Source: an optimization exercise on an open RTL-to-GDS flow (aim: small area and a short achievable clock period). Production flows keep margins and buffers that such runs may drop. The RTL of this run was laid out without a check of its function. Power is estimated from default activity; no workload was simulated.

<file path="flow/standard.sh">
#!/bin/bash
# synth_recipe.tcl (not shown) runs the flow's synth.tcl, then flattens the netlist and writes it again
# the make line also repeats each setting of config.mk as NAME=value (left out here)
make -C /OpenROAD-flow-scripts/flow DESIGN_CONFIG=/design/flow/config.mk WORK_HOME=/design/flow/orfs CLKGATE_MAP_FILE= SYNTH_SCRIPT=/design/flow/synth_recipe.tcl "${@:-finish}"
</file>
<file path="flow/constraint.sdc">
create_clock -name core_clock -period 9.0 [get_ports {clk}]
set_input_delay 1.8000 -clock core_clock [delete_from_list [all_inputs] [get_ports {clk}]]
set_output_delay 1.8000 -clock core_clock [all_outputs]
set_load 0.01 [all_outputs]
</file>
<file path="flow/config.mk">
export PLATFORM = sky130hd
export DESIGN_NAME = DALU
export DESIGN_NICKNAME = DALU
export VERILOG_FILES = /design/flow/design.v
export SDC_FILE = /design/flow/constraint.sdc
export NUM_CORES = 4
export LEC_CHECK = 0
export ABC_AREA = 1
export CAP_MARGIN = 20
export CORE_MARGIN = 2
export CORE_UTILIZATION = 40
export CTS_BUF_LIST = sky130_fd_sc_hd__clkbuf_8
export PLACE_DENSITY = 0.8
export SLEW_MARGIN = 20
export SYNTH_HIERARCHICAL = 1
export SYNTH_MINIMUM_KEEP_SIZE = 0
export BUFFER_PORTS_ARGS = -buffer_cell sky130_fd_sc_hd__buf_2
export SETUP_SLACK_MARGIN = 5.3
</file>
<file path="flow/flow/run.sh">
#!/bin/bash
# The standard layout, with the port buffers made of buf_2 cells instead of
# the resizer's default choice (a slow delay cell), and timing repair aiming
# at 5.3 ns of setup slack.
set -euo pipefail
echo 'export BUFFER_PORTS_ARGS = -buffer_cell sky130_fd_sc_hd__buf_2' >> config.mk
echo 'export SETUP_SLACK_MARGIN = 5.3' >> config.mk
bash standard.sh finish > flow.log 2>&1
</file>
<file path="flow/design.v">
module DALU(clk, rst, in_valid, instruction, out_valid, out);
input clk, rst, in_valid;
input [18:0] instruction;
output [15:0] out;
output reg out_valid;
wire [18:0] ins = instruction;
wire [2:0] op = ins[18:16];
wire [5:0] s = ins[15:10];
wire [5:0] tt = ins[9:4];
wire [3:0] f = ins[3:0];
wire op0 = op == 3'd0, mo1 = op == 3'd1, mo2 = op == 3'd2, mo3 = op == 3'd3, mo4 = op == 3'd4;
wire mlog = op0 & (f == 4'd0 | f == 4'd1 | f == 4'd2);
wire madd = op0 & (f == 4'd3);
wire msub = op0 & (f == 4'd4);
wire selAs = madd | msub | mo3 | mo4;
wire pass = (op0 & (f <= 4'd4)) | mo3 | mo4;
wire [5:0] sx = s ^ tt, sa = s & tt;
wire lx = op0 & (f == 4'd1 | f == 4'd2), la = op0 & (f == 4'd0 | f == 4'd1);
wire [6:0] nt = 7'd0 - {tt[5], tt};
reg [7:0] r0, r1;
always @* begin
  case (f[1:0])
    2'b01: r0 = {{2{tt[5]}}, tt};
    2'b10: r0 = {nt, 1'b0};
    2'b11: r0 = {nt[6], nt};
    default: r0 = 8'd0;
  endcase
  case (f[3:1])
    3'b001, 3'b010: r1 = {{2{tt[5]}}, tt};
    3'b011: r1 = {tt[5], tt, 1'b0};
    3'b100: r1 = {nt, 1'b0};
    3'b101, 3'b110: r1 = {nt[6], nt};
    default: r1 = 8'd0;
  endcase
end
wire [7:0] w;
wire a0 = ~(s[1]);
wire a1, a2;
DALU_ha u_a1 (.a(s[2]), .b(tt[2]), .s(a1), .co(a2));
wire a3, a4;
DALU_ha u_a3 (.a(s[3]), .b(tt[3]), .s(a3), .co(a4));
wire a5, a6;
DALU_ha u_a5 (.a(s[4]), .b(tt[4]), .s(a5), .co(a6));
wire a7, a8;
DALU_ha u_a7 (.a(s[5]), .b(tt[5]), .s(a7), .co(a8));
wire a9, a10;
DALU_ha u_a9 (.a(s[5]), .b(tt[5]), .s(a9), .co(a10));
wire a11, a12;
DALU_ha u_a11 (.a(s[5]), .b(tt[5]), .s(a11), .co(a12));
wire a13, a14;
DALU_ha u_a13 (.a(s[0]), .b(tt[0]), .s(a13), .co(a14));
wire a15, a16;
DALU_fa u_a15 (.a(tt[1]), .b(f[1]), .c(a0), .s(a15), .co(a16));
wire a17, a18;
DALU_fa u_a17 (.a(f[2]), .b(s[1]), .c(a1), .s(a17), .co(a18));
wire a19, a20;
DALU_fa u_a19 (.a(f[3]), .b(a2), .c(a3), .s(a19), .co(a20));
wire a21, a22;
DALU_fa u_a21 (.a(f[3]), .b(a4), .c(a5), .s(a21), .co(a22));
wire a23, a24;
DALU_fa u_a23 (.a(f[3]), .b(a6), .c(a7), .s(a23), .co(a24));
wire a25, a26;
DALU_fa u_a25 (.a(f[3]), .b(a8), .c(a9), .s(a25), .co(a26));
wire a27, a28;
DALU_fa u_a27 (.a(f[3]), .b(a10), .c(a11), .s(a27), .co(a28));
wire a29, a30;
DALU_ha u_a29 (.a(f[0]), .b(a13), .s(a29), .co(a30));
wire a31, a32;
DALU_ha u_a31 (.a(a14), .b(a15), .s(a31), .co(a32));
wire a33, a34;
DALU_ha u_a33 (.a(a16), .b(a17), .s(a33), .co(a34));
wire a35, a36;
DALU_ha u_a35 (.a(a18), .b(a19), .s(a35), .co(a36));
wire a37, a38;
DALU_ha u_a37 (.a(a20), .b(a21), .s(a37), .co(a38));
wire a39, a40;
DALU_ha u_a39 (.a(a22), .b(a23), .s(a39), .co(a40));
wire a41, a42;
DALU_ha u_a41 (.a(a24), .b(a25), .s(a41), .co(a42));
wire a43, a44;
DALU_ha u_a43 (.a(a26), .b(a27), .s(a43), .co(a44));
wire a45 = a32 | (a31 & a30);
wire a46 = a31 & a29;
wire a47 = a36 | (a35 & a34);
wire a48 = a35 & a33;
wire a49 = a40 | (a39 & a38);
wire a50 = a39 & a37;
wire a51 = a44 | (a43 & a42);
wire a52 = a43 & a41;
wire a53 = a34 | (a33 & a45);
wire a54 = a33 & a46;
wire a55 = a47 | (a48 & a45);
wire a56 = a48 & a46;
wire a57 = a42 | (a41 & a49);
wire a58 = a41 & a50;
wire a59 = a51 | (a52 & a49);
wire a60 = a52 & a50;
wire a61 = a38 | (a37 & a55);
wire a62 = a37 & a56;
wire a63 = a49 | (a50 & a55);
wire a64 = a50 & a56;
wire a65 = a57 | (a58 & a55);
wire a66 = a58 & a56;
wire a67 = a59 | (a60 & a55);
wire a68 = a60 & a56;
wire a69 = a31 ^ a30;
wire a70 = a33 ^ a45;
wire a71 = a35 ^ a53;
wire a72 = a37 ^ a55;
wire a73 = a39 ^ a61;
wire a74 = a41 ^ a63;
wire a75 = a43 ^ a65;
assign w[0] = a29;
assign w[1] = a69;
assign w[2] = a70;
assign w[3] = a71;
assign w[4] = a72;
assign w[5] = a73;
assign w[6] = a74;
assign w[7] = a75;
reg v1;
reg ya0;
reg ya1;
reg ya2;
reg ya3;
reg ya4;
reg ya5;
reg ya6;
reg ya7;
reg ya8;
reg ya9;
reg yb0;
reg yb1;
reg yb2;
reg yb3;
reg yb4;
reg yb5;
reg yb6;
reg yb7;
reg yb8;
reg yb9;
reg yc0;
reg x0;
reg x1;
reg x2;
reg x3;
reg x4;
reg x5;
reg e0;
reg f0;
reg plo0;
reg plo1;
reg plo2;
reg plo3;
reg plo4;
reg plo5;
reg pc0;
reg pa0;
reg pa1;
reg pa2;
reg pa3;
reg pa4;
reg pa5;
reg pa6;
reg pa7;
reg pb0;
reg pb1;
reg pb2;
reg pb3;
reg pb4;
reg pb5;
reg pb6;
reg pb7;
always @(posedge clk) begin
  v1 <= in_valid & ~rst;
  out_valid <= v1 & ~rst;
  ya0 <= (selAs & s[0]) | (mo1 & r0[0]) | (lx & sx[0]) | (mo2 & 1'b0);
  ya1 <= (selAs & s[1]) | (mo1 & r0[1]) | (lx & sx[1]) | (mo2 & 1'b0);
  ya2 <= (selAs & s[2]) | (mo1 & r0[2]) | (lx & sx[2]) | (mo2 & 1'b0);
  ya3 <= (selAs & s[3]) | (mo1 & r0[3]) | (lx & sx[3]) | (mo2 & w[0]);
  ya4 <= (selAs & s[4]) | (mo1 & r0[4]) | (lx & sx[4]) | (mo2 & w[2]);
  ya5 <= (selAs & s[5]) | (mo1 & r0[5]) | (lx & sx[5]) | (mo2 & w[3]);
  ya6 <= (selAs & s[5]) | (mo1 & r0[6]) | (lx & sx[5]) | (mo2 & w[4]);
  ya7 <= (selAs & s[5]) | (mo1 & r0[7]) | (lx & sx[5]) | (mo2 & w[5]);
  ya8 <= (selAs & s[5]) | (mo1 & r0[7]) | (lx & sx[5]) | (mo2 & w[6]);
  ya9 <= (selAs & s[5]) | (mo1 & r0[7]) | (lx & sx[5]) | (mo2 & w[7]);
  yb0 <= (la & sa[0]) | (madd & tt[0]) | (msub & nt[0]) | (mo3 & ins[0]) | (mo4 & ~ins[0]) | (mo1 & 1'b0);
  yb1 <= (la & sa[1]) | (madd & tt[1]) | (msub & nt[1]) | (mo3 & ins[1]) | (mo4 & ~ins[1]) | (mo1 & 1'b0);
  yb2 <= (la & sa[2]) | (madd & tt[2]) | (msub & nt[2]) | (mo3 & ins[2]) | (mo4 & ~ins[2]) | (mo1 & r1[0]);
  yb3 <= (la & sa[3]) | (madd & tt[3]) | (msub & nt[3]) | (mo3 & ins[3]) | (mo4 & ~ins[3]) | (mo1 & r1[1]);
  yb4 <= (la & sa[4]) | (madd & tt[4]) | (msub & nt[4]) | (mo3 & ins[4]) | (mo4 & ~ins[4]) | (mo1 & r1[2]) | (mo2 & ~w[1]);
  yb5 <= (la & sa[5]) | (madd & tt[5]) | (msub & nt[5]) | (mo3 & ins[5]) | (mo4 & ~ins[5]) | (mo1 & r1[3]) | (mo2 & ~w[1]);
  yb6 <= (la & sa[5]) | (madd & tt[5]) | (msub & nt[6]) | (mo3 & ins[6]) | (mo4 & ~ins[6]) | (mo1 & r1[4]) | (mo2 & ~w[1]);
  yb7 <= (la & sa[5]) | (madd & tt[5]) | (msub & nt[6]) | (mo3 & ins[7]) | (mo4 & ~ins[7]) | (mo1 & r1[5]) | (mo2 & ~w[1]);
  yb8 <= (la & sa[5]) | (madd & tt[5]) | (msub & nt[6]) | (mo3 & ins[8]) | (mo4 & ~ins[8]) | (mo1 & r1[6]) | (mo2 & ~w[1]);
  yb9 <= (la & sa[5]) | (madd & tt[5]) | (msub & nt[6]) | (mo3 & ins[9]) | (mo4 & ~ins[9]) | (mo1 & r1[7]) | (mo2 & ~w[1]);
  yc0 <= mo4;
  x0 <= mo1 ? s[0] : mo2 ? w[2] : pass;
  x1 <= mo1 ? s[1] : mo2 ? w[3] : 1'b0;
  x2 <= mo1 ? s[2] : mo2 ? w[4] : 1'b0;
  x3 <= mo1 ? s[3] : mo2 ? w[5] : 1'b0;
  x4 <= mo1 ? s[4] : mo2 ? w[6] : 1'b0;
  x5 <= mo1 ? s[5] : mo2 ? w[7] : 1'b0;
  e0 <= mo2 & w[0];
  f0 <= mo2 & ~w[1] & ~w[0];
  plo0 <= m229;
  plo1 <= m231;
  plo2 <= m233;
  plo3 <= m235;
  plo4 <= m237;
  plo5 <= m239;
  pc0 <= m240;
  pa0 <= m212;
  pa1 <= m214;
  pa2 <= m216;
  pa3 <= m218;
  pa4 <= m220;
  pa5 <= m222;
  pa6 <= m224;
  pa7 <= m227;
  pb0 <= m213;
  pb1 <= m215;
  pb2 <= m217;
  pb3 <= m219;
  pb4 <= m221;
  pb5 <= m223;
  pb6 <= m225;
  pb7 <= m226;
end
wire [10:0] y;
wire m0, m1;
DALU_ha u_m0 (.a(ya0), .b(yb0), .s(m0), .co(m1));
wire m2, m3;
DALU_ha u_m2 (.a(ya1), .b(yb1), .s(m2), .co(m3));
wire m4, m5;
DALU_ha u_m4 (.a(ya2), .b(yb2), .s(m4), .co(m5));
wire m6, m7;
DALU_ha u_m6 (.a(ya3), .b(yb3), .s(m6), .co(m7));
wire m8, m9;
DALU_ha u_m8 (.a(ya4), .b(yb4), .s(m8), .co(m9));
wire m10, m11;
DALU_ha u_m10 (.a(ya5), .b(yb5), .s(m10), .co(m11));
wire m12, m13;
DALU_ha u_m12 (.a(ya6), .b(yb6), .s(m12), .co(m13));
wire m14, m15;
DALU_ha u_m14 (.a(ya7), .b(yb7), .s(m14), .co(m15));
wire m16, m17;
DALU_ha u_m16 (.a(ya8), .b(yb8), .s(m16), .co(m17));
wire m18, m19;
DALU_ha u_m18 (.a(ya9), .b(yb9), .s(m18), .co(m19));
wire m20, m21;
DALU_ha u_m20 (.a(ya9), .b(yb9), .s(m20), .co(m21));
wire m22 = m3 | (m2 & m1);
wire m23 = m2 & m0;
wire m24 = m7 | (m6 & m5);
wire m25 = m6 & m4;
wire m26 = m11 | (m10 & m9);
wire m27 = m10 & m8;
wire m28 = m15 | (m14 & m13);
wire m29 = m14 & m12;
wire m30 = m19 | (m18 & m17);
wire m31 = m18 & m16;
wire m32 = m5 | (m4 & m22);
wire m33 = m4 & m23;
wire m34 = m24 | (m25 & m22);
wire m35 = m25 & m23;
wire m36 = m13 | (m12 & m26);
wire m37 = m12 & m27;
wire m38 = m28 | (m29 & m26);
wire m39 = m29 & m27;
wire m40 = m21 | (m20 & m30);
wire m41 = m20 & m31;
wire m42 = m9 | (m8 & m34);
wire m43 = m8 & m35;
wire m44 = m26 | (m27 & m34);
wire m45 = m27 & m35;
wire m46 = m36 | (m37 & m34);
wire m47 = m37 & m35;
wire m48 = m38 | (m39 & m34);
wire m49 = m39 & m35;
wire m50 = m17 | (m16 & m48);
wire m51 = m16 & m49;
wire m52 = m30 | (m31 & m48);
wire m53 = m31 & m49;
wire m54 = m40 | (m41 & m48);
wire m55 = m41 & m49;
wire m56 = m1 | (m0 & yc0);
wire m57 = m22 | (m23 & yc0);
wire m58 = m32 | (m33 & yc0);
wire m59 = m34 | (m35 & yc0);
wire m60 = m42 | (m43 & yc0);
wire m61 = m44 | (m45 & yc0);
wire m62 = m46 | (m47 & yc0);
wire m63 = m48 | (m49 & yc0);
wire m64 = m50 | (m51 & yc0);
wire m65 = m52 | (m53 & yc0);
wire m66 = m54 | (m55 & yc0);
wire m67 = m0 ^ yc0;
wire m68 = m2 ^ m56;
wire m69 = m4 ^ m57;
wire m70 = m6 ^ m58;
wire m71 = m8 ^ m59;
wire m72 = m10 ^ m60;
wire m73 = m12 ^ m61;
wire m74 = m14 ^ m62;
wire m75 = m16 ^ m63;
wire m76 = m18 ^ m64;
wire m77 = m20 ^ m65;
assign y[0] = m67;
assign y[1] = m68;
assign y[2] = m69;
assign y[3] = m70;
assign y[4] = m71;
assign y[5] = m72;
assign y[6] = m73;
assign y[7] = m74;
assign y[8] = m75;
assign y[9] = m76;
assign y[10] = m77;
wire m78 = x0 & y[0];
wire m79 = x0 & y[1];
wire m80 = x0 & y[2];
wire m81 = x0 & y[3];
wire m82 = x0 & y[4];
wire m83 = x0 & y[5];
wire m84 = x0 & y[6];
wire m85 = x0 & y[7];
wire m86 = x0 & y[8];
wire m87 = x0 & y[9];
wire m88 = ~(x0 & y[10]);
wire m89 = x1 & y[0];
wire m90 = x1 & y[1];
wire m91 = x1 & y[2];
wire m92 = x1 & y[3];
wire m93 = x1 & y[4];
wire m94 = x1 & y[5];
wire m95 = x1 & y[6];
wire m96 = x1 & y[7];
wire m97 = x1 & y[8];
wire m98 = ~(x1 & y[9]);
wire m99 = x2 & y[0];
wire m100 = x2 & y[1];
wire m101 = x2 & y[2];
wire m102 = x2 & y[3];
wire m103 = x2 & y[4];
wire m104 = x2 & y[5];
wire m105 = x2 & y[6];
wire m106 = x2 & y[7];
wire m107 = x2 & y[8];
wire m108 = ~(x2 & y[9]);
wire m109 = x3 & y[0];
wire m110 = x3 & y[1];
wire m111 = x3 & y[2];
wire m112 = x3 & y[3];
wire m113 = x3 & y[4];
wire m114 = x3 & y[5];
wire m115 = x3 & y[6];
wire m116 = x3 & y[7];
wire m117 = x3 & y[8];
wire m118 = ~(x3 & y[9]);
wire m119 = x4 & y[0];
wire m120 = x4 & y[1];
wire m121 = x4 & y[2];
wire m122 = x4 & y[3];
wire m123 = x4 & y[4];
wire m124 = x4 & y[5];
wire m125 = x4 & y[6];
wire m126 = x4 & y[7];
wire m127 = x4 & y[8];
wire m128 = ~(x4 & y[9]);
wire m129 = ~(x5 & y[0]);
wire m130 = ~(x5 & y[1]);
wire m131 = ~(x5 & y[2]);
wire m132 = ~(x5 & y[3]);
wire m133 = ~(x5 & y[4]);
wire m134 = ~(x5 & y[5]);
wire m135 = ~(x5 & y[6]);
wire m136 = ~(x5 & y[7]);
wire m137 = ~(x5 & y[8]);
wire m138 = ~(m129);
wire m139, m140;
DALU_ha u_m139 (.a(m130), .b(m121), .s(m139), .co(m140));
wire m141, m142;
DALU_ha u_m141 (.a(m131), .b(m122), .s(m141), .co(m142));
wire m143, m144;
DALU_ha u_m143 (.a(m132), .b(m123), .s(m143), .co(m144));
wire m145, m146;
DALU_ha u_m145 (.a(m133), .b(m124), .s(m145), .co(m146));
wire m147, m148;
DALU_ha u_m147 (.a(m134), .b(m125), .s(m147), .co(m148));
wire m149, m150;
DALU_ha u_m149 (.a(m119), .b(m110), .s(m149), .co(m150));
wire m151, m152;
DALU_fa u_m151 (.a(m120), .b(m111), .c(m138), .s(m151), .co(m152));
wire m153, m154;
DALU_ha u_m153 (.a(m102), .b(m93), .s(m153), .co(m154));
wire m155, m156;
DALU_fa u_m155 (.a(m129), .b(m112), .c(m103), .s(m155), .co(m156));
wire m157, m158;
DALU_fa u_m157 (.a(m139), .b(m94), .c(m84), .s(m157), .co(m158));
wire m159, m160;
DALU_fa u_m159 (.a(m140), .b(m113), .c(m104), .s(m159), .co(m160));
wire m161, m162;
DALU_fa u_m161 (.a(m141), .b(m95), .c(m85), .s(m161), .co(m162));
wire m163, m164;
DALU_fa u_m163 (.a(m142), .b(m114), .c(m105), .s(m163), .co(m164));
wire m165, m166;
DALU_fa u_m165 (.a(m143), .b(m96), .c(m86), .s(m165), .co(m166));
wire m167, m168;
DALU_fa u_m167 (.a(m144), .b(m115), .c(m106), .s(m167), .co(m168));
wire m169, m170;
DALU_fa u_m169 (.a(m145), .b(m87), .c(m97), .s(m169), .co(m170));
wire m171, m172;
DALU_fa u_m171 (.a(m146), .b(m116), .c(m88), .s(m171), .co(m172));
wire m173, m174;
DALU_fa u_m173 (.a(m98), .b(m107), .c(m147), .s(m173), .co(m174));
wire m175, m176;
DALU_fa u_m175 (.a(m135), .b(m126), .c(m148), .s(m175), .co(m176));
wire m177, m178;
DALU_ha u_m177 (.a(m108), .b(m117), .s(m177), .co(m178));
wire m179, m180;
DALU_ha u_m179 (.a(m136), .b(m118), .s(m179), .co(m180));
wire m181, m182;
DALU_ha u_m181 (.a(f0), .b(m99), .s(m181), .co(m182));
wire m183, m184;
DALU_fa u_m183 (.a(m109), .b(m100), .c(m91), .s(m183), .co(m184));
wire m185, m186;
DALU_fa u_m185 (.a(m101), .b(m92), .c(m149), .s(m185), .co(m186));
wire m187, m188;
DALU_fa u_m187 (.a(m150), .b(m83), .c(m151), .s(m187), .co(m188));
wire m189, m190;
DALU_fa u_m189 (.a(m154), .b(m152), .c(m155), .s(m189), .co(m190));
wire m191, m192;
DALU_fa u_m191 (.a(m156), .b(m159), .c(m158), .s(m191), .co(m192));
wire m193, m194;
DALU_fa u_m193 (.a(m160), .b(m163), .c(m162), .s(m193), .co(m194));
wire m195, m196;
DALU_fa u_m195 (.a(m164), .b(m167), .c(m166), .s(m195), .co(m196));
wire m197, m198;
DALU_fa u_m197 (.a(m168), .b(m170), .c(m171), .s(m197), .co(m198));
wire m199, m200;
DALU_fa u_m199 (.a(m177), .b(m172), .c(m175), .s(m199), .co(m200));
wire m201, m202;
DALU_fa u_m201 (.a(m127), .b(m178), .c(m179), .s(m201), .co(m202));
wire m203, m204;
DALU_ha u_m203 (.a(m128), .b(m137), .s(m203), .co(m204));
wire m205, m206;
DALU_ha u_m205 (.a(m90), .b(m80), .s(m205), .co(m206));
wire m207, m208;
DALU_fa u_m207 (.a(m182), .b(m81), .c(m183), .s(m207), .co(m208));
wire m209, m210;
DALU_fa u_m209 (.a(m82), .b(m184), .c(m185), .s(m209), .co(m210));
wire m211, m212;
DALU_fa u_m211 (.a(m153), .b(m186), .c(m187), .s(m211), .co(m212));
wire m213, m214;
DALU_fa u_m213 (.a(m188), .b(m157), .c(m189), .s(m213), .co(m214));
wire m215, m216;
DALU_fa u_m215 (.a(m161), .b(m190), .c(m191), .s(m215), .co(m216));
wire m217, m218;
DALU_fa u_m217 (.a(m165), .b(m192), .c(m193), .s(m217), .co(m218));
wire m219, m220;
DALU_fa u_m219 (.a(m169), .b(m194), .c(m195), .s(m219), .co(m220));
wire m221, m222;
DALU_fa u_m221 (.a(m173), .b(m196), .c(m197), .s(m221), .co(m222));
wire m223, m224;
DALU_fa u_m223 (.a(m174), .b(m198), .c(m199), .s(m223), .co(m224));
wire m225, m226;
DALU_fa u_m225 (.a(m176), .b(m201), .c(m200), .s(m225), .co(m226));
wire m227, m228;
DALU_fa u_m227 (.a(m180), .b(m203), .c(m202), .s(m227), .co(m228));
wire m229, m230;
DALU_ha u_m229 (.a(e0), .b(m78), .s(m229), .co(m230));
wire m231, m232;
DALU_fa u_m231 (.a(m89), .b(m79), .c(m230), .s(m231), .co(m232));
wire m233, m234;
DALU_fa u_m233 (.a(m181), .b(m205), .c(m232), .s(m233), .co(m234));
wire m235, m236;
DALU_fa u_m235 (.a(m206), .b(m207), .c(m234), .s(m235), .co(m236));
wire m237, m238;
DALU_fa u_m237 (.a(m208), .b(m209), .c(m236), .s(m237), .co(m238));
wire m239, m240;
DALU_fa u_m239 (.a(m210), .b(m211), .c(m238), .s(m239), .co(m240));
wire [7:0] phi;
wire o0, o1;
DALU_ha u_o0 (.a(pa0), .b(pb0), .s(o0), .co(o1));
wire o2, o3;
DALU_ha u_o2 (.a(pa1), .b(pb1), .s(o2), .co(o3));
wire o4, o5;
DALU_ha u_o4 (.a(pa2), .b(pb2), .s(o4), .co(o5));
wire o6, o7;
DALU_ha u_o6 (.a(pa3), .b(pb3), .s(o6), .co(o7));
wire o8, o9;
DALU_ha u_o8 (.a(pa4), .b(pb4), .s(o8), .co(o9));
wire o10, o11;
DALU_ha u_o10 (.a(pa5), .b(pb5), .s(o10), .co(o11));
wire o12, o13;
DALU_ha u_o12 (.a(pa6), .b(pb6), .s(o12), .co(o13));
wire o14, o15;
DALU_ha u_o14 (.a(pa7), .b(pb7), .s(o14), .co(o15));
wire o16 = o3 | (o2 & o1);
wire o17 = o2 & o0;
wire o18 = o7 | (o6 & o5);
wire o19 = o6 & o4;
wire o20 = o11 | (o10 & o9);
wire o21 = o10 & o8;
wire o22 = o15 | (o14 & o13);
wire o23 = o14 & o12;
wire o24 = o5 | (o4 & o16);
wire o25 = o4 & o17;
wire o26 = o18 | (o19 & o16);
wire o27 = o19 & o17;
wire o28 = o13 | (o12 & o20);
wire o29 = o12 & o21;
wire o30 = o22 | (o23 & o20);
wire o31 = o23 & o21;
wire o32 = o9 | (o8 & o26);
wire o33 = o8 & o27;
wire o34 = o20 | (o21 & o26);
wire o35 = o21 & o27;
wire o36 = o28 | (o29 & o26);
wire o37 = o29 & o27;
wire o38 = o30 | (o31 & o26);
wire o39 = o31 & o27;
wire o40 = o1 | (o0 & pc0);
wire o41 = o16 | (o17 & pc0);
wire o42 = o24 | (o25 & pc0);
wire o43 = o26 | (o27 & pc0);
wire o44 = o32 | (o33 & pc0);
wire o45 = o34 | (o35 & pc0);
wire o46 = o36 | (o37 & pc0);
wire o47 = o38 | (o39 & pc0);
wire o48 = o0 ^ pc0;
wire o49 = o2 ^ o40;
wire o50 = o4 ^ o41;
wire o51 = o6 ^ o42;
wire o52 = o8 ^ o43;
wire o53 = o10 ^ o44;
wire o54 = o12 ^ o45;
wire o55 = o14 ^ o46;
assign phi[0] = o48;
assign phi[1] = o49;
assign phi[2] = o50;
assign phi[3] = o51;
assign phi[4] = o52;
assign phi[5] = o53;
assign phi[6] = o54;
assign phi[7] = o55;
wire [13:0] p = {phi, plo5, plo4, plo3, plo2, plo1, plo0};
assign out = {{2{p[13]}}, p};
endmodule
module DALU_fa(input a, input b, input c, output s, output co);
assign s = a ^ b ^ c;
assign co = (a & b) | (a & c) | (b & c);
endmodule
module DALU_ha(input a, input b, output s, output co);
assign s = a ^ b;
assign co = a & b;
endmodule
</file>
==> run notes <==
synthesized netlist by cell type (5+ instances only):
library cell	instances	area, sq um
sky130_fd_sc_hd__buf_4	18	135.1
sky130_fd_sc_hd__inv_2	11	41.29
sky130_fd_sc_hd__fa_1	45	900.9
sky130_fd_sc_hd__nand2_1	144	540.5
sky130_fd_sc_hd__inv_1	57	214.0
sky130_fd_sc_hd__nand3_1	49	245.2
sky130_fd_sc_hd__dfxtp_1	54	1081
sky130_fd_sc_hd__a21oi_1	24	120.1
sky130_fd_sc_hd__nor2_2	5	31.28
sky130_fd_sc_hd__nor3_1	5	25.02
sky130_fd_sc_hd__nand4_1	6	37.54
sky130_fd_sc_hd__xor2_1	8	70.07
sky130_fd_sc_hd__nor2_1	65	244.0
sky130_fd_sc_hd__ha_1	59	738.2
sky130_fd_sc_hd__o21ai_0	24	120.1
cells by family after synthesis:
family                     count (synthesis)  synth area share, %
DFF                                       54                21.95
xor gates and xnor gates                  12                2.286
and+or+nand+nor                          294                26.62
buffers and inverters                     91                8.382
AOI/OAI and AO/OA                         66                7.493
adders and majority gates                104                33.27
critical path, cell delays in order (launching register included):
cell,delay [ps]
sky130_fd_sc_hd__dfxtp_1,320
sky130_fd_sc_hd__ha_1,370
sky130_fd_sc_hd__nand2_1,130
sky130_fd_sc_hd__nand3_2,130
sky130_fd_sc_hd__xor2_2,290
sky130_fd_sc_hd__nor2_1,90
sky130_fd_sc_hd__fa_1,510
sky130_fd_sc_hd__fa_1,440
sky130_fd_sc_hd__fa_2,380
sky130_fd_sc_hd__fa_1,400
sky130_fd_sc_hd__fa_1,440
per-module statistics from Yosys, one instance, submodules excluded:
module,area (sq um),times used,cells inside
DALU,3437,1,529
DALU_fa,20.02,45,1
DALU_ha,12.51,47,1
routing by layer:
layer	up-vias	share of wire, %	GRT usage [%]	wire [um]
li1	2049	-	-	-
met2	185	48	31.76	5305
met1	1908	42	21.59	4706
met5	-	0	0	0
met4	0	3.2	7.229	357
met3	31	6.7	2.899	745
worst paths after layout:
kind,end,cells after the start
worst max-delay path,plo5,10
worst min-delay path,out_valid,2
worst max register to register,plo5,10
worst min register to register,out_valid,2
per-stage QoR:
step           util (%)  power (mW)
2_1_floorplan         -      0.8084
3_3_place_gp      42.91      0.8516
3_5_place_dp      42.91      0.8697
4_1_cts           43.85       1.023
5_1_grt           44.67       1.153
6_report          44.67       1.044
final cells by class:
cell class / count / share of cell area (%)
Multi-Input combinational cell: 476 / 65.72
Sequential cell: 54 / 20.15
Inverter: 69 / 4.827
Timing Repair Buffer: 41 / 4.058
Tap cell: 147 / 3.428
Clock buffer: 5 / 1.283
Clock inverter: 3 / 0.5364
where the power goes:
part / internal (mW) / leakage, nW / switching [mW]
Clock: 0.0583 / 0.0506 / 0.0867
Combinational: 0.248 / 2.28 / 0.336
Sequential: 0.294 / 0.448 / 0.0220
Total: 0.600 / 2.78 / 0.445
what timing repair did:
action / CTS / global route
gates resized for setup: 5 / 17
pin swaps: 0 / 4
setup buffers: 0 / 3
endpoints found under the setup margin: 6 / 11
cell usage in the layout (no fill, tap or decap), types with 4 or more instances in the layout:
cell | Yosys | routed
sky130_fd_sc_hd__inv_1 | 57 | 56
sky130_fd_sc_hd__buf_2 | 3 | 36
sky130_fd_sc_hd__fa_1 | 45 | 44
sky130_fd_sc_hd__nor3_1 | 5 | 5
sky130_fd_sc_hd__a21oi_1 | 24 | 22
sky130_fd_sc_hd__nand2_1 | 144 | 142
sky130_fd_sc_hd__nor2_2 | 5 | 9
sky130_fd_sc_hd__xor2_1 | 8 | 6
sky130_fd_sc_hd__o21ai_0 | 24 | 22
sky130_fd_sc_hd__nand3_1 | 49 | 48
sky130_fd_sc_hd__o21ai_1 | 4 | 5
sky130_fd_sc_hd__ha_1 | 59 | 56
sky130_fd_sc_hd__buf_4 | 18 | 4
sky130_fd_sc_hd__nand3_2 | 4 | 5
sky130_fd_sc_hd__inv_2 | 11 | 12
sky130_fd_sc_hd__dfxtp_1 | 54 | 54
sky130_fd_sc_hd__nand2_2 | 3 | 5
sky130_fd_sc_hd__nand4_1 | 6 | 6
sky130_fd_sc_hd__clkbuf_8 | 0 | 5
sky130_fd_sc_hd__nor2_1 | 65 | 60
==> metrics.md <==
| Metric | Value |
|---|---|
| Launch instance of the worst register-to-register path | ya1 |
| Rows | 40 |
| Proportion of synthesized flip-flops having asynchronous set or reset | 0% |
| Number of flip-flops and latches in the synthesized netlist | between 50 and 60 |
| Sum Neg Setup Slack | 0 ps |
| Power Dens Cells | 194.7 mW/mm^2 |
| Initial antenna violation count | 0 |
| Synthesis warning total | 7 |
| Startpoint type of the worst setup path | flop |
| Area used by sequential logic in the layout | between 0.001 and 0.0015 sq mm |
| Setup clock skew after layout | 13.84 ps |
| Critical path data arrival time | 3820 ps |
| Number of global-route vias before repair | roughly 4,100 |
| Total core area | 0.01201 sq mm |
| Sequential element share of the synthesized area | a little over a fifth |
| Total wire length after detailed routing | between 10,000 and 15,000 um |
| Maximum root-to-sink buffer count | 2 |
| Finished Cell Area | 0.005365 sq mm |
| Die width | roughly 110 um |
| Nature of the critical path endpoint | flop |
| CTS clock-pin slew for the worst setup and hold paths | 110 ps |
| Multi-input logic area | 0.003526 sq mm |
| Count of cell types in the netlist | 39 |
| Fmax | 0.2770 GHz |
| Register-to-register setup slack | 5390 ps |
| Synthesized cell area | 0.004926 sq mm |
| Minimum clock period after layout | approximately 3600 ps |
| Layout Nets | 773 |
| Wire length of the first global-routing pass | 18,800 um |
| Number of setup violations in the final report | 0 |
| Worst Path Max Fanout | 5 |
| Height of the die | 115.0 um |
| Peak ir drop on the vdd network | ~0.066 mV |
| Worst slack at placement | 4976 ps |
| Post-synthesis cell count | between 600 and 700 |
| Non-Filler Instances | 795 |
| Number of sinks driven by the clock tree | 54 |
| Final hold violations | 0 |
| Fin worst setup slack | 5390 ps |
| Post-detailed-route count of antenna-violating nets | 0 |
| Fin crit share | 40.11% |
| CTS tree | yes |
| EDFF count, synth | 0 |
| Overall global routing resource usage | 17.90% |
| DRC violations left | 0 |
| Top Ports | 39 |
| Placer's final routability congestion estimate | 0.9391 |
| Layout overhead on the synthesized area | 8.916% |
| Mean Syn Cell Area | 7.932 sq um |
| Worst min-delay path category | flop to flop |
| Drt first-iter violations | approximately 220 |
| Post-synth top flop | sky130_fd_sc_hd__dfxtp_1 |
| Clock Latency Late Sink | approximately 320 ps |
| Antenna diodes | 0 |
| Source of the critical timing path | ya1 |
| Number of CTS-inserted buffers | 5 |
| Number of vias per cell after detailed routing | 5.249 |
| I/O Buffers | 38 |
| Leakage power figure | 2.777 nW |
| Worst Tran Pin Value | 779.6 ps |
| HPWL after DPL | 9119 um |
| Result of the run | complete, no violations |
| Count of pins over their slew limit | 0 |
| Headroom to the max-slew limit | 47.86% |
| Routed wirelength normalized by instance count | 13.98 um |
| Post-synth net total | 747 |
| Fill count | ~1,200 |
| Initial standard-cell utilization of the core | 41.01% |
| Pin count of the biggest net entering global routing | 20 |
| Worst Setup Path Type | flop to flop |
| Cell chosen for the clock root | sky130_fd_sc_hd__clkbuf_8 |
| Worst Hold Margin | 410.7 ps |
| Cell area reported after detailed placement | 0.005154 sq mm |
| Quantity of hold-fixing buffers added after cts | 0 |
| Worst hold path startpoint | v1 |
| Die outline area | 0.01322 sq mm |
| Count of H-tree levels built during CTS | 2 |
| Setup repair after global routing missed its margin | yes |
| Cell count after placement | a little under 800 |
| Share of post-route cells with drive strength above 1 | 15.59% |
| Max-cap check violation count | 0 |
| Total congestion overflow after global routing | 0 |
| Detailed Routing Iterations Pass 1 | 6 |
| Vias after detailed routing | 4,173 |
| Required arrival time at the worst endpoint | 9210 ps |

static timing again, ports no longer ideal:
The flow's constraints put no driver on any port. The routed layout listed below was extracted and timed again, unchanged, in two steps. Step 1: set_driving_cell puts a clkbuf_16 on clk and a buf_2 on each other input, an assumption about the parent block. Step 2 times the ports against the registers' clock, not the clock port: input delays grow and output delays shrink by t, the midpoint of the rising clock arrivals with the driver on. Slacks: ideal / step 1 / step 2; pairs: ideal / step 1.
t (ns): 0.345
slack for setup (ns): 5.390 / 5.386 / 5.061
worst register clock-pin slew, ns: 0.11 / 0.11
worst slew at a driven data input, ns: 0.03
cell pins on the clock port's net: 1
After both steps setup and hold are still met in this run. For this run, drivers alone change the setup slack by -0.004 ns; drivers and shift together by -0.329 ns.
